Background: an optimization exercise with open tools, aiming at small area, a short achievable clock period and few clock cycles. Do not read the settings as production practice. Only the layout flow was run in this run; the RTL was not checked for function there.

==> design/flow/design.v <==
module div8(input wire [7:0] a, input wire [7:0] d, output wire [7:0] q);
  wire [3:0] x1 = a[7:4];
  wire [7:0] ix = {x1, d[3:0]};
  localparam [255:0] TQ0 = 256'hff3f7f153f931f910fcf07cd03eb01e100f70075003b0019000f000500030001;
  localparam [255:0] TR0 = 256'h55d52a00d57d0a80f5750288fd5500a0ff5d0020ffd50008fff50000fffd0000;
  localparam [255:0] TQ1 = 256'h00f700f700750075003b003b00190019000f000f000500050003000300010001;
  localparam [255:0] TR1 = 256'h335199590ca00620f319f99100c00068ff31ff9100080000fff1fff900000000;
  localparam [255:0] TQ2 = 256'h000f000f000f000f000500050005000500030003000300030001000100010001;
  localparam [255:0] TR2 = 256'h0f018721c381e18100c0004000200000ff01ff81ffc1ffe10000000000000000;
  localparam [255:0] TQ3 = 256'h0003000300030003000300030003000300010001000100010001000100010001;
  localparam [255:0] TR3 = 256'h00018001c001e001f001f801fc01fe0100000000000000000000000000000000;
  wire [3:0] qh0 = {TQ3[ix], TQ2[ix], TQ1[ix], TQ0[ix]};
  wire [3:0] r10 = {TR3[ix], TR2[ix], TR1[ix], TR0[ix]};
  wire dhi = |d[7:4];
  wire [3:0] qh = dhi ? 4'd0 : qh0;
  wire [3:0] r1 = dhi ? x1 : r10;
  wire [9:0]  d3  = {2'b0, d} + {1'b0, d, 1'b0};
  wire [10:0] d5  = {3'b0, d} + {1'b0, d, 2'b0};
  wire [10:0] d7  = {d, 3'b0} - {3'b0, d};
  wire [11:0] d9  = {1'b0, d, 3'b0} + {4'b0, d};
  wire [11:0] d11 = {1'b0, d, 3'b0} + {2'b0, d3};
  wire [11:0] d13 = {1'b0, d, 3'b0} + {1'b0, d5};
  wire [11:0] d15 = {d, 4'b0} - {4'b0, d};
  wire [11:0] m1  = {4'b0, d};
  wire [11:0] m2  = {3'b0, d, 1'b0};
  wire [11:0] m3  = {2'b0, d3};
  wire [11:0] m4  = {2'b0, d, 2'b0};
  wire [11:0] m5  = {1'b0, d5};
  wire [11:0] m6  = {1'b0, d3, 1'b0};
  wire [11:0] m7  = {1'b0, d7};
  wire [11:0] m8  = {1'b0, d, 3'b0};
  wire [11:0] m9  = d9;
  wire [11:0] m10 = {d5, 1'b0};
  wire [11:0] m11 = d11;
  wire [11:0] m12 = {d3, 2'b0};
  wire [11:0] m13 = d13;
  wire [11:0] m14 = {d7, 1'b0};
  wire [11:0] m15 = d15;
  wire [7:0] x2 = {r1, a[3:0]};
  wire [15:1] t;
  assign t[1]  = (m1[11:8]  == 4'd0) && (m1[7:0]  <= x2);
  assign t[2]  = (m2[11:8]  == 4'd0) && (m2[7:0]  <= x2);
  assign t[3]  = (m3[11:8]  == 4'd0) && (m3[7:0]  <= x2);
  assign t[4]  = (m4[11:8]  == 4'd0) && (m4[7:0]  <= x2);
  assign t[5]  = (m5[11:8]  == 4'd0) && (m5[7:0]  <= x2);
  assign t[6]  = (m6[11:8]  == 4'd0) && (m6[7:0]  <= x2);
  assign t[7]  = (m7[11:8]  == 4'd0) && (m7[7:0]  <= x2);
  assign t[8]  = (m8[11:8]  == 4'd0) && (m8[7:0]  <= x2);
  assign t[9]  = (m9[11:8]  == 4'd0) && (m9[7:0]  <= x2);
  assign t[10] = (m10[11:8] == 4'd0) && (m10[7:0] <= x2);
  assign t[11] = (m11[11:8] == 4'd0) && (m11[7:0] <= x2);
  assign t[12] = (m12[11:8] == 4'd0) && (m12[7:0] <= x2);
  assign t[13] = (m13[11:8] == 4'd0) && (m13[7:0] <= x2);
  assign t[14] = (m14[11:8] == 4'd0) && (m14[7:0] <= x2);
  assign t[15] = (m15[11:8] == 4'd0) && (m15[7:0] <= x2);
  wire [3:0] ql;
  assign ql[3] = t[8];
  assign ql[2] = t[4] & ~t[8] | t[12];
  assign ql[1] = t[2] & ~t[4] | t[6] & ~t[8] | t[10] & ~t[12] | t[14];
  assign ql[0] = t[1] & ~t[2] | t[3] & ~t[4] | t[5] & ~t[6] | t[7] & ~t[8]
               | t[9] & ~t[10] | t[11] & ~t[12] | t[13] & ~t[14] | t[15];
  assign q = {qh, ql};
endmodule
module execute(
  input wire [7:0] ra, rb, rc, rd,
  input wire [23:0] w,               
  input wire [3:0] u1a, u1b,
  input wire [1:0] u1op,
  input wire [3:0] u2a, u2b,
  input wire u2sub,
  input wire [3:0] ta, tb, tc, td, s0t, s1t,
  output wire [7:0] na, nb, nc, nd, s0d, s1d
);
  localparam [3:0] T_U1 = 4'd7, T_U2 = 4'd8;
  function [7:0] early;
    input [3:0] t;
    input [7:0] a, b, c, d;
    input [23:0] w;
    begin
      case (t[2:0])
        3'd0: early = a;
        3'd1: early = b;
        3'd2: early = c;
        3'd3: early = d;
        3'd4: early = w[7:0];
        3'd5: early = w[15:8];
        default: early = w[23:16];
      endcase
    end
  endfunction
  wire [7:0] x1a = early(u1a, ra, rb, rc, rd, w);
  wire [7:0] x1b = early(u1b, ra, rb, rc, rd, w);
  wire [7:0] q;
  div8 divider(.a(x1a), .d(x1b), .q(q));
  reg [7:0] u1;
  always @* begin
    case (u1op)
      2'd0: u1 = x1a + x1b;
      2'd1: u1 = x1a - x1b;
      2'd2: u1 = x1a * x1b;
      default: u1 = q;
    endcase
  end
  wire [7:0] x2a = (u2a == T_U1) ? u1 : early(u2a, ra, rb, rc, rd, w);
  wire [7:0] x2b = (u2b == T_U1) ? u1 : early(u2b, ra, rb, rc, rd, w);
  wire [7:0] u2 = u2sub ? x2a - x2b : x2a + x2b;
  function [7:0] pick;
    input [3:0] t;
    input [7:0] e, r1, r2;
    begin
      pick = (t == T_U2) ? r2 : (t == T_U1) ? r1 : e;
    end
  endfunction
  assign na = pick(ta, early(ta, ra, rb, rc, rd, w), u1, u2);
  assign nb = pick(tb, early(tb, ra, rb, rc, rd, w), u1, u2);
  assign nc = pick(tc, early(tc, ra, rb, rc, rd, w), u1, u2);
  assign nd = pick(td, early(td, ra, rb, rc, rd, w), u1, u2);
  assign s0d = pick(s0t, early(s0t, ra, rb, rc, rd, w), u1, u2);
  assign s1d = pick(s1t, early(s1t, ra, rb, rc, rd, w), u1, u2);
endmodule
module membank(
  input wire clk,
  input wire we,
  input wire [4:0] wrow,
  input wire [7:0] wdata,
  input wire [4:0] rrow,
  output wire [7:0] rdata
);
  reg [7:0] mem [0:31];
  always @(posedge clk)
    if (we)
      mem[wrow] <= wdata;
  assign rdata = mem[rrow];
endmodule
module group_decoder(
  input wire [63:0] win_all,      
  input wire [4:0] row_lo,        
  input wire [4:0] row_hi,        
  output wire [3:0] len,          
  output wire [8:1] len_oh,       
  output wire halt,
  output wire [3:0] u1a, u1b,     
  output wire [1:0] u1op,         
  output wire [3:0] u2a, u2b,     
  output wire u2sub,
  output wire [3:0] ta, tb, tc, td,  
  output wire [23:0] imm,         
  output wire s0v, s1v,           
  output wire [7:0] s0a, s1a,
  output wire [3:0] s0t, s1t
);
  localparam [3:0] T_U1 = 4'd7, T_U2 = 4'd8;
  wire [7:0] win [0:8];
  genvar j;
  generate for (j = 0; j < 8; j = j + 1) begin: wb
    assign win[j] = win_all[8*j +: 8];
  end endgenerate
  assign win[8] = 8'd0;
  wire [7:0] len2, is_mov, is_alu, is_as, is_mvi, is_st, is_halt;
  wire [1:0] mdst [0:7];
  wire [1:0] msrc [0:7];
  wire [1:0] asrc [0:7];
  wire [1:0] aop  [0:7];
  generate for (j = 0; j < 8; j = j + 1) begin: dc
    wire [7:0] o = win[j];
    assign len2[j]   = (o[7:3] == 5'b00011);
    assign is_mov[j] = (o <= 8'h0b);
    assign is_alu[j] = (o >= 8'h0c) && (o <= 8'h17);
    assign is_as[j]  = (o >= 8'h0c) && (o <= 8'h11);
    assign is_mvi[j] = (o[7:2] == 6'b000110);
    assign is_st[j]  = (o[7:2] == 6'b000111);
    assign is_halt[j] = (o == 8'hff);
    reg [1:0] d, s, as, ao;
    always @* begin
      case (o[3:0])
        4'h0: begin d = 2'd0; s = 2'd1; end
        4'h1: begin d = 2'd0; s = 2'd2; end
        4'h2: begin d = 2'd0; s = 2'd3; end
        4'h3: begin d = 2'd1; s = 2'd0; end
        4'h4: begin d = 2'd1; s = 2'd2; end
        4'h5: begin d = 2'd1; s = 2'd3; end
        4'h6: begin d = 2'd2; s = 2'd1; end
        4'h7: begin d = 2'd2; s = 2'd0; end
        4'h8: begin d = 2'd2; s = 2'd3; end
        4'h9: begin d = 2'd3; s = 2'd1; end
        4'ha: begin d = 2'd3; s = 2'd2; end
        default: begin d = 2'd3; s = 2'd0; end
      endcase
      case (o[4:0])
        5'h0c, 5'h0f, 5'h12, 5'h15: as = 2'd1;
        5'h0d, 5'h10, 5'h13, 5'h16: as = 2'd2;
        default: as = 2'd3;
      endcase
      ao = (o <= 8'h0e) ? 2'd0 : (o <= 8'h11) ? 2'd1 : (o <= 8'h14) ? 2'd2 : 2'd3;
    end
    assign mdst[j] = d;
    assign msrc[j] = s;
    assign asrc[j] = as;
    assign aop[j]  = ao;
  end endgenerate
  wire [7:0] st;
  assign st[0] = 1'b1;
  generate for (j = 1; j < 8; j = j + 1) begin: sc
    assign st[j] = ~(st[j-1] & len2[j-1]);
  end endgenerate
  wire [7:0] alu_s = st & is_alu;
  wire [7:0] st_s  = st & is_st;
  wire [7:0] mvi_s = st & is_mvi;
  wire [7:0] alu_ge1, alu_ge2, st_ge1, st_ge2, mvi_ge1, mvi_ge2, mvi_ge3;
  assign alu_ge1[0] = 1'b0; assign alu_ge2[0] = 1'b0;
  assign st_ge1[0]  = 1'b0; assign st_ge2[0]  = 1'b0;
  assign mvi_ge1[0] = 1'b0; assign mvi_ge2[0] = 1'b0; assign mvi_ge3[0] = 1'b0;
  generate for (j = 1; j < 8; j = j + 1) begin: cnt
    assign alu_ge1[j] = alu_ge1[j-1] | alu_s[j-1];
    assign alu_ge2[j] = alu_ge2[j-1] | (alu_ge1[j-1] & alu_s[j-1]);
    assign st_ge1[j]  = st_ge1[j-1] | st_s[j-1];
    assign st_ge2[j]  = st_ge2[j-1] | (st_ge1[j-1] & st_s[j-1]);
    assign mvi_ge1[j] = mvi_ge1[j-1] | mvi_s[j-1];
    assign mvi_ge2[j] = mvi_ge2[j-1] | (mvi_ge1[j-1] & mvi_s[j-1]);
    assign mvi_ge3[j] = mvi_ge3[j-1] | (mvi_ge2[j-1] & mvi_s[j-1]);
  end endgenerate
  wire [7:0] smc;
  generate for (j = 0; j < 8; j = j + 1) begin: sm
    assign smc[j] = (win[j+1][7:3] == row_lo) | (win[j+1][7:3] == row_hi);
  end endgenerate
  wire [7:0] bank_clash;
  generate for (j = 0; j < 8; j = j + 1) begin: bc
    if (j < 2) begin: n
      assign bank_clash[j] = 1'b0;
    end else begin: y
      wire [j-1:0] hit;
      genvar q;
      for (q = 0; q < j - 1; q = q + 1) begin: hq
        assign hit[q] = st_s[q] & (win[q+1][2:0] == win[j+1][2:0]);
      end
      assign hit[j-1] = 1'b0;
      assign bank_clash[j] = |hit;
    end
  end endgenerate
  wire [7:0] cb, ca;
  generate for (j = 0; j < 8; j = j + 1) begin: cut
    wire fits = (j < 7) ? 1'b1 : ~len2[j];
    assign cb[j] = st[j] & (~fits
                   | (is_alu[j] & (alu_ge2[j] | (alu_ge1[j] & ~is_as[j])))
                   | (is_st[j] & (st_ge2[j] | bank_clash[j]))
                   | (is_mvi[j] & mvi_ge3[j]));
    assign ca[j] = st[j] & (is_halt[j] | (is_st[j] & smc[j]));
  end endgenerate
  wire [8:1] bnd;
  generate for (j = 1; j <= 8; j = j + 1) begin: bd
    wire b_cb = (j < 8) ? cb[(j < 8) ? j : 0] : 1'b1;
    wire b_c1 = ca[j-1] & ~len2[j-1];
    wire b_c2 = (j >= 2) ? (ca[(j >= 2) ? j-2 : 0] & len2[(j >= 2) ? j-2 : 0]) : 1'b0;
    assign bnd[j] = b_cb | b_c1 | b_c2;
  end endgenerate
  wire [8:1] prior;    
  assign prior[1] = 1'b0;
  generate for (j = 2; j <= 8; j = j + 1) begin: bf
    assign prior[j] = prior[j-1] | bnd[j-1];
  end endgenerate
  assign len_oh = bnd & ~prior;
  assign len = len_oh[1] ? 4'd1 : len_oh[2] ? 4'd2 : len_oh[3] ? 4'd3 : len_oh[4] ? 4'd4 :
               len_oh[5] ? 4'd5 : len_oh[6] ? 4'd6 : len_oh[7] ? 4'd7 : 4'd8;
  wire [7:0] inc;
  generate for (j = 0; j < 8; j = j + 1) begin: ic
    assign inc[j] = st[j] & ~prior[j+1];
  end endgenerate
  wire [15:0] t [0:8];
  wire [3:0] srct [0:7];
  assign t[0] = {4'd3, 4'd2, 4'd1, 4'd0};
  generate for (j = 0; j < 8; j = j + 1) begin: tg
    wire [3:0] tcur [0:3];
    assign tcur[0] = t[j][3:0];
    assign tcur[1] = t[j][7:4];
    assign tcur[2] = t[j][11:8];
    assign tcur[3] = t[j][15:12];
    wire [1:0] ss = is_mov[j] ? msrc[j] : is_alu[j] ? asrc[j] : win[j][1:0];
    assign srct[j] = tcur[ss];
    wire [3:0] nv = is_mov[j] ? srct[j] :
                    is_mvi[j] ? (mvi_ge2[j] ? 4'd6 : mvi_ge1[j] ? 4'd5 : 4'd4) :
                    (alu_ge1[j] ? T_U2 : T_U1);
    wire wr = st[j] & (is_mov[j] | is_mvi[j] | is_alu[j]);
    wire [1:0] wd = is_mov[j] ? mdst[j] : is_mvi[j] ? win[j][1:0] : 2'd0;
    wire [3:0] tn [0:3];
    genvar r;
    for (r = 0; r < 4; r = r + 1) begin: rg
      assign tn[r] = (wr && wd == r) ? nv : tcur[r];
    end
    assign t[j+1] = {tn[3], tn[2], tn[1], tn[0]};
  end endgenerate
  reg [15:0] tend;
  integer k;
  always @* begin
    tend = 16'd0;
    for (k = 1; k <= 8; k = k + 1)
      tend = tend | ({16{len_oh[k]}} & t[k]);
  end
  assign ta = tend[3:0];
  assign tb = tend[7:4];
  assign tc = tend[11:8];
  assign td = tend[15:12];
  wire [7:0] first_alu  = alu_s & ~alu_ge1;
  wire [7:0] second_alu = alu_s & alu_ge1 & ~alu_ge2;
  wire [7:0] first_st   = st_s & ~st_ge1;
  wire [7:0] second_st  = st_s & st_ge1 & ~st_ge2;
  wire [7:0] mvi0 = mvi_s & ~mvi_ge1;
  wire [7:0] mvi1 = mvi_s & mvi_ge1 & ~mvi_ge2;
  wire [7:0] mvi2 = mvi_s & mvi_ge2 & ~mvi_ge3;
  reg [3:0] r_u1a, r_u1b, r_u2a, r_u2b, r_s0t, r_s1t;
  reg [1:0] r_u1op;
  reg       r_u2sub, r_s0v, r_s1v, r_halt;
  reg [7:0] r_s0a, r_s1a;
  reg [23:0] r_imm;
  integer i;
  always @* begin
    r_u1a = 4'd0; r_u1b = 4'd0; r_u2a = 4'd0; r_u2b = 4'd0;
    r_s0t = 4'd0; r_s1t = 4'd0; r_u1op = 2'd0; r_u2sub = 1'b0;
    r_s0v = 1'b0; r_s1v = 1'b0; r_halt = 1'b0;
    r_s0a = 8'd0; r_s1a = 8'd0; r_imm = 24'd0;
    for (i = 0; i < 8; i = i + 1) begin
      if (first_alu[i]) begin
        r_u1a = r_u1a | t[i][3:0];
        r_u1b = r_u1b | srct[i];
        r_u1op = r_u1op | aop[i];
      end
      if (second_alu[i]) begin
        r_u2a = r_u2a | t[i][3:0];
        r_u2b = r_u2b | srct[i];
        r_u2sub = r_u2sub | (aop[i] == 2'd1);
      end
      if (first_st[i]) begin
        r_s0t = r_s0t | srct[i];
        r_s0a = r_s0a | win[i+1];
        r_s0v = r_s0v | inc[i];
      end
      if (second_st[i]) begin
        r_s1t = r_s1t | srct[i];
        r_s1a = r_s1a | win[i+1];
        r_s1v = r_s1v | inc[i];
      end
      if (mvi0[i]) r_imm[7:0]   = r_imm[7:0]   | win[i+1];
      if (mvi1[i]) r_imm[15:8]  = r_imm[15:8]  | win[i+1];
      if (mvi2[i]) r_imm[23:16] = r_imm[23:16] | win[i+1];
      if (is_halt[i] & inc[i]) r_halt = 1'b1;
    end
  end
  assign u1a = r_u1a; assign u1b = r_u1b; assign u1op = r_u1op;
  assign u2a = r_u2a; assign u2b = r_u2b; assign u2sub = r_u2sub;
  assign s0t = r_s0t; assign s1t = r_s1t;
  assign s0v = r_s0v; assign s1v = r_s1v;
  assign s0a = r_s0a; assign s1a = r_s1a;
  assign imm = r_imm;
  assign halt = r_halt;
endmodule
module processor(
  input wire clk, reset,
  input wire op,  
  input wire [7:0] in_data,
  input wire user_write_memory,
  input wire [7:0] user_address,
  output wire [7:0] out_data,  
  output wire done             
);
  reg [7:0] reg_a, reg_b, reg_c, reg_d;
  reg [7:0] pc;
  reg [4:0] row_hi;       
  reg       f_halted;     
  reg       done_r;
  reg        g_valid;
  reg        g_halt;
  reg [23:0] g_imm;       
  reg [3:0]  g_u1a, g_u1b;
  reg [1:0]  g_u1op;
  reg [3:0]  g_u2a, g_u2b;
  reg        g_u2sub;
  reg [3:0]  g_ta, g_tb, g_tc, g_td;
  reg        g_s0v, g_s1v;
  reg [7:0]  g_s0a, g_s1a;
  reg [3:0]  g_s0t, g_s1t;
  wire [7:0] a_new, b_new, c_new, d_new, s0d, s1d;
  execute ex(
    .ra(reg_a), .rb(reg_b), .rc(reg_c), .rd(reg_d), .w(g_imm),
    .u1a(g_u1a), .u1b(g_u1b), .u1op(g_u1op),
    .u2a(g_u2a), .u2b(g_u2b), .u2sub(g_u2sub),
    .ta(g_ta), .tb(g_tb), .tc(g_tc), .td(g_td), .s0t(g_s0t), .s1t(g_s1t),
    .na(a_new), .nb(b_new), .nc(c_new), .nd(d_new), .s0d(s0d), .s1d(s1d)
  );
  wire [2:0] pcl = pc[2:0];
  wire [7:0] cw0 = {8{g_valid & g_s0v}} & (8'd1 << g_s0a[2:0]);
  wire [7:0] cw1 = {8{g_valid & g_s1v}} & (8'd1 << g_s1a[2:0]);
  wire [7:0] uwb = {8{~op & user_write_memory}} & (8'd1 << user_address[2:0]);
  wire [63:0] banks_all;
  genvar b;
  generate for (b = 0; b < 8; b = b + 1) begin: bk
    wire [4:0] rrow = op ? ((pcl > b) ? row_hi : pc[7:3]) : user_address[7:3];
    wire       we   = cw0[b] | cw1[b] | uwb[b];
    wire [4:0] wrow = cw0[b] ? g_s0a[7:3] : cw1[b] ? g_s1a[7:3] : user_address[7:3];
    wire [7:0] wdat = cw0[b] ? s0d : cw1[b] ? s1d : in_data;
    membank m(.clk(clk), .we(we), .wrow(wrow), .wdata(wdat), .rrow(rrow),
              .rdata(banks_all[8*b +: 8]));
  end endgenerate
  assign out_data = banks_all[{user_address[2:0], 3'b000} +: 8];
  wire [127:0] banks_2x = {banks_all, banks_all};
  wire [63:0] win_all = banks_2x[{pcl, 3'b000} +: 64];
  wire [3:0] f_len;
  wire [8:1] f_len_oh;
  wire [23:0] f_imm;
  wire       f_halt;
  wire [3:0] f_u1a, f_u1b, f_u2a, f_u2b;
  wire [1:0] f_u1op;
  wire       f_u2sub;
  wire [3:0] f_ta, f_tb, f_tc, f_td;
  wire       f_s0v, f_s1v;
  wire [7:0] f_s0a, f_s1a;
  wire [3:0] f_s0t, f_s1t;
  group_decoder dec(
    .win_all(win_all), .row_lo(pc[7:3]), .row_hi(row_hi),
    .len(f_len), .len_oh(f_len_oh), .halt(f_halt), .imm(f_imm),
    .u1a(f_u1a), .u1b(f_u1b), .u1op(f_u1op),
    .u2a(f_u2a), .u2b(f_u2b), .u2sub(f_u2sub),
    .ta(f_ta), .tb(f_tb), .tc(f_tc), .td(f_td),
    .s0v(f_s0v), .s1v(f_s1v), .s0a(f_s0a), .s1a(f_s1a), .s0t(f_s0t), .s1t(f_s1t)
  );
  wire hz0 = g_s0v & ((g_s0a[7:3] == pc[7:3]) | (g_s0a[7:3] == row_hi));
  wire hz1 = g_s1v & ((g_s1a[7:3] == pc[7:3]) | (g_s1a[7:3] == row_hi));
  wire f_go = op & ~f_halted & ~done_r & ~(g_valid & (hz0 | hz1));
  wire [3:0] pcl_sum = {1'b0, pcl} + f_len;
  wire       f_carry = pcl_sum[3];
  wire [7:0] pc_next = {f_carry ? row_hi : pc[7:3], pcl_sum[2:0]};
  wire [4:0] row_hi_next = f_carry ? row_hi + 5'd1 : row_hi;
  always @(posedge clk, posedge reset)
    if (reset) begin
      reg_a <= 8'h55; reg_b <= 8'h11; reg_c <= 8'h11; reg_d <= 8'h11;
      pc <= 8'd0; row_hi <= 5'd1;
      f_halted <= 1'b0; done_r <= 1'b0;
      g_valid <= 1'b0;
    end else begin
      if (g_valid) begin
        reg_a <= a_new; reg_b <= b_new; reg_c <= c_new; reg_d <= d_new;
      end
      if (f_go) begin
        pc <= pc_next;
        row_hi <= row_hi_next;
      end
      g_valid <= f_go;
      if (!op) begin
        f_halted <= 1'b0;
        done_r <= 1'b0;
      end else begin
        if (f_go && f_halt) f_halted <= 1'b1;
        if (g_valid && g_halt) done_r <= 1'b1;
      end
    end
  always @(posedge clk) begin
    g_halt <= f_halt;
    g_imm <= f_imm;
    g_u1a <= f_u1a; g_u1b <= f_u1b; g_u1op <= f_u1op;
    g_u2a <= f_u2a; g_u2b <= f_u2b; g_u2sub <= f_u2sub;
    g_ta <= f_ta; g_tb <= f_tb; g_tc <= f_tc; g_td <= f_td;
    g_s0v <= f_s0v; g_s0a <= f_s0a; g_s0t <= f_s0t;
    g_s1v <= f_s1v; g_s1a <= f_s1a; g_s1t <= f_s1t;
  end
  assign done = done_r;
endmodule
==> design/flow/run.sh <==
#!/bin/bash
# synth_recipe.tcl (not shown) runs the flow's synth.tcl, then flattens the netlist and writes it again
# the make line also repeats each setting of config.mk as NAME=value (left out here)
make -C /OpenROAD-flow-scripts/flow DESIGN_CONFIG=/design/flow/config.mk WORK_HOME=/design/flow/orfs CLKGATE_MAP_FILE= SYNTH_SCRIPT=/design/flow/synth_recipe.tcl finish
==> design/flow/config.mk <==
export PLATFORM = sky130hd
export DESIGN_NAME = processor
export DESIGN_NICKNAME = processor
export VERILOG_FILES = /design/flow/design.v
export SDC_FILE = /design/flow/constraint.sdc
export NUM_CORES = 8
export LEC_CHECK = 0
export CAP_MARGIN = 20
export CORE_MARGIN = 2
export CORE_UTILIZATION = 50
export PLACE_DENSITY = 0.6
export SETUP_SLACK_MARGIN = 4
export SLEW_MARGIN = 20
==> design/flow/constraint.sdc <==
create_clock -name core_clock -period 12.5 [get_ports {clk}]
set_input_delay 2.5000 -clock core_clock [delete_from_list [all_inputs] [get_ports {clk}]]
set_output_delay 2.5000 -clock core_clock [all_outputs]
set_load 0.01 [all_outputs]
==> notes.md <==
worst max-delay path: cells and delay by family:
kind	cells	cell delay, ps
AOI/OAI and AO/OA	13	2830
and+or+nand+nor	10	2690
muxes	3	890
buffers and inverters	13	1830
sequential cells by signal (all words and copies together) (netlist names), 2 cells and up:
register,count
bk.m.mem,2048
row_hi,5
g_s0a,8
g_s1t,4
g_s1a,8
g_u2b,4
g_ta,4
g_imm,24
g_u2a,4
g_u1b,3
g_s0t,4
reg_d,8
g_tc,4
pc,8
g_tb,4
reg_a,8
g_td,4
reg_b,8
g_u1op,2
g_u1a,3
reg_c,8
final cells by class:
cell class / count / area, µm²
timing repair buffer: 1546 / 16130
fill: 18505 / 86680
inverter: 227 / 908.4
sequential: 2180 / 64440
antenna: 12 / 30.03
tap: 3167 / 3963
clock buffer: 265 / 5714
multi-input combinational: 7453 / 58880
clock inverter: 135 / 1550
final timing paths:
| path | to | slack, ps | depth (start not counted) |
|---|---|---|---|
| setup reg to reg | g_ta[0] | 2630 | 37 |
| hold / removal | done_r | 480 | 2 |
| setup / recovery | g_ta[0] | 2410 | 39 |
| hold reg to reg | done_r | 480 | 2 |
| min in group asynchronous | reg_b[7] | 2160 | 3 |
| max in group asynchronous | pc[0] | 9690 | 3 |
cells by family after synthesis:
family / after synthesis / synth area share
AND/OR/NAND/NOR: 3301 / 0.1272
XOR/XNOR: 204 / 0.01487
adder cells (fa/ha/maj): 267 / 0.02904
other: 1 / 0.00003122
AO/OA/AOI/OAI: 2924 / 0.1731
buffers and inverters: 945 / 0.03546
multiplexers: 728 / 0.08422
flip-flops: 2180 / 0.5361
through the flow:
stage / cell area [µm²] / hold slack [ps] / setup WS, ps / instances
finish: 151600 / 480.0 / 2407 / 14985
global route: 151600 / 514.7 / 2348 / 14981
CTS: 147200 / 484.8 / 2643 / 14778
detailed placement: 128800 / 473.4 / -340.4 / 13821
global placement: 128700 / 464.7 / -667.0 / 13821
floorplan: 121400 / 446.9 / 2746 / 10551
what timing repair did:
action                                  in CTS  in global routing
setup buffers                              496                159
pin swaps                                  325                243
gates resized for setup                   1172                524
endpoints found under the setup margin    2180               2137
gates cloned                                61                 33
routing by layer:
metal  vias to the layer above  GRT usage
met4                         6     0.2128
met3                      1633     0.1055
met5                         -   0.001566
met2                      7723     0.5916
li1                      43264          -
met1                     51619     0.5592
cells in the final DEF (no fill, tap or decap), drive strengths merged, types with 60 or more instances in the layout:
cell | netlist | routed
edfxtp | 2048 | 2048
buf | 324 | 1489
nand2 | 1143 | 1144
nor2 | 927 | 932
o21ai | 573 | 577
a21oi | 543 | 557
mux2i | 441 | 441
nand3 | 360 | 360
clkbuf | 394 | 292
ha | 246 | 246
mux4 | 217 | 217
inv | 210 | 209
a211oi | 202 | 202
nor3 | 195 | 195
xnor2 | 162 | 162
o211ai | 154 | 155
a31oi | 150 | 150
a22oi | 128 | 128
and3 | 126 | 126
clkinv | 17 | 119
o22ai | 114 | 114
a221oi | 109 | 109
o221ai | 99 | 99
nand4 | 86 | 86
dfxtp | 84 | 84
a21o | 73 | 73
mux2 | 70 | 70
nand2b | 69 | 69
nor2b | 68 | 68
a32oi | 66 | 66
a2111oi | 66 | 66
o31ai | 65 | 65
o211a | 62 | 63
and2 | 60 | 60
==> notes.md <==
* Status: finished clean
* Top_reg_cell synth: edfxtp_1
* Synth area leaders: edfxtp_1, mux4_2, mux2i_1
* Setup tns final at 0 ps
* Final RePlAce weighted congestion at 1.062
* Fraction of layout cells with a size suffix above 1 at 0.2821
* Relative slew slack at 0.1462
* Row count at 179
* CTS sink count at between 2,000 and 2,500
* CTS tree: yes
* Fin nets at about 12,000
* Grt total ovfl at 0
* Die H at 494.2 µm
* Core box area at 238,300 µm²
* Clock buffer depth at 3
* Fin crit share at 0.8074
* Drc violations at 0
* Synth Register Bits at 2,180
* Crit Path Class: in2reg
* Mean Syn Cell Area at 11.39 µm²
* Setup Skew at roughly 140 ps
* Routed wl met2 at approximately 220 mm
* YS warnings at 4
* Reg clk slew, reported paths at 70 ps
* Slowest cell on the critical path: mux4_2
* Gate Count Post-Synth at 10,550
* Initial Util at 0.5041
* Util after Layout at 0.6363
* Iteration-0 DRC count of the detailed router at 16,258
* # setup viols final at 0
* Critical path capture point type: register
* Startpoint types: primary input
* Per-cell routed wire length at 34.42 µm
* Worst R2R Start: pc[0]
* Pre-Repair DR Iteration Count at 9
* Routed length on met3 at roughly 66 mm
* Min Tclk post-route at slightly above 10,000 ps
* Hold buffers post-CTS at 0
* Final ANT Viol Nets at 0
* WP data required at 13,210 ps
* Root Driver: clkbuf_16
* F_max at a little under 100 MHz
* Worst-margin pin slew at about 1300 ps
* Max Transition Viols Final at 0
* Vias per cell at about 7.0
* Worst Hold Class: reg2reg
* GR Util All Layers at 0.4064
* Most frequent cell after synthesis: edfxtp_1
* CTS Buf Count at 219
* Layout area overhead at 26.22%
* # Max-Cap Violations at 0
* Largest net degree at the start of global routing at between 50 and 60
* Hold_sp: g_halt
* Number of synthesized flops with an enable pin at 2,048
* WP data arrival at 10,810 ps
* Crit. Startpoint: op
* IO buf count at 28
* Final hold violation count at 0
* Top-area cell type share of the netlist area at 0.5120
* Routed length on met1 at 196.8 mm
* RSZ-0062 raised after global routing: true
* Post-synth cell types at 144
* Die span in x at 494.2 µm
* Synth cell count leaders: edfxtp_1, nand2_1, nor2_1
* Dpl hpwl at 343.4 mm
* Htree depth at 4
* CP max stage delay at about 550 ps
* CP most frequent cell: buf_6
* Number of global-route vias before repair at approximately 100,000
* Clock Latency Late Sink at 950 ps
* Mapped Area at 120,100 µm²
* Crit-path max FO at 7
* Seq/Total Area, Yosys at 0.5361
* Initial antenna violation count at 22
* DR vias at 104,245
* First-pass GRT wire length at 718.6 mm
* Final wirelength at between 500 and 600 mm
* Max layer used: met5
* Largest area contributor in the netlist: edfxtp_1
* Async set-or-reset flop fraction in the synthesized netlist at 0.02202
* IO Count at 29
* Die area at 244,200 µm²

[re-timing with driven ports]
The flow's constraints put no driver on any port. The routed layout listed below was extracted and timed again, unchanged, in two steps. Step 1 sets driving cells, clkbuf_16 on the clock port and buf_2 on the other inputs (assumed; they add their load-dependent delay and slew). Step 2, shift: input delay + t, output delay - t, t = (earliest + latest rising clock arrival at the registers) / 2. This alone moves slack from input paths to output paths. Slacks: ideal / step 1 / step 2; pairs: ideal / step 1.
shift t [ns]: 0.985
setup slack, ns: 2.407 / 2.434 / 1.449
worst setup path at the end: input to register
latest minus earliest clock arrival (ns): 0.135 / 0.136
worst data-port slew with drivers (ns): 0.21
After both steps setup and hold are still met in this run. For this run, drivers alone change the setup slack by +0.027 ns; drivers and shift together by -0.958 ns.
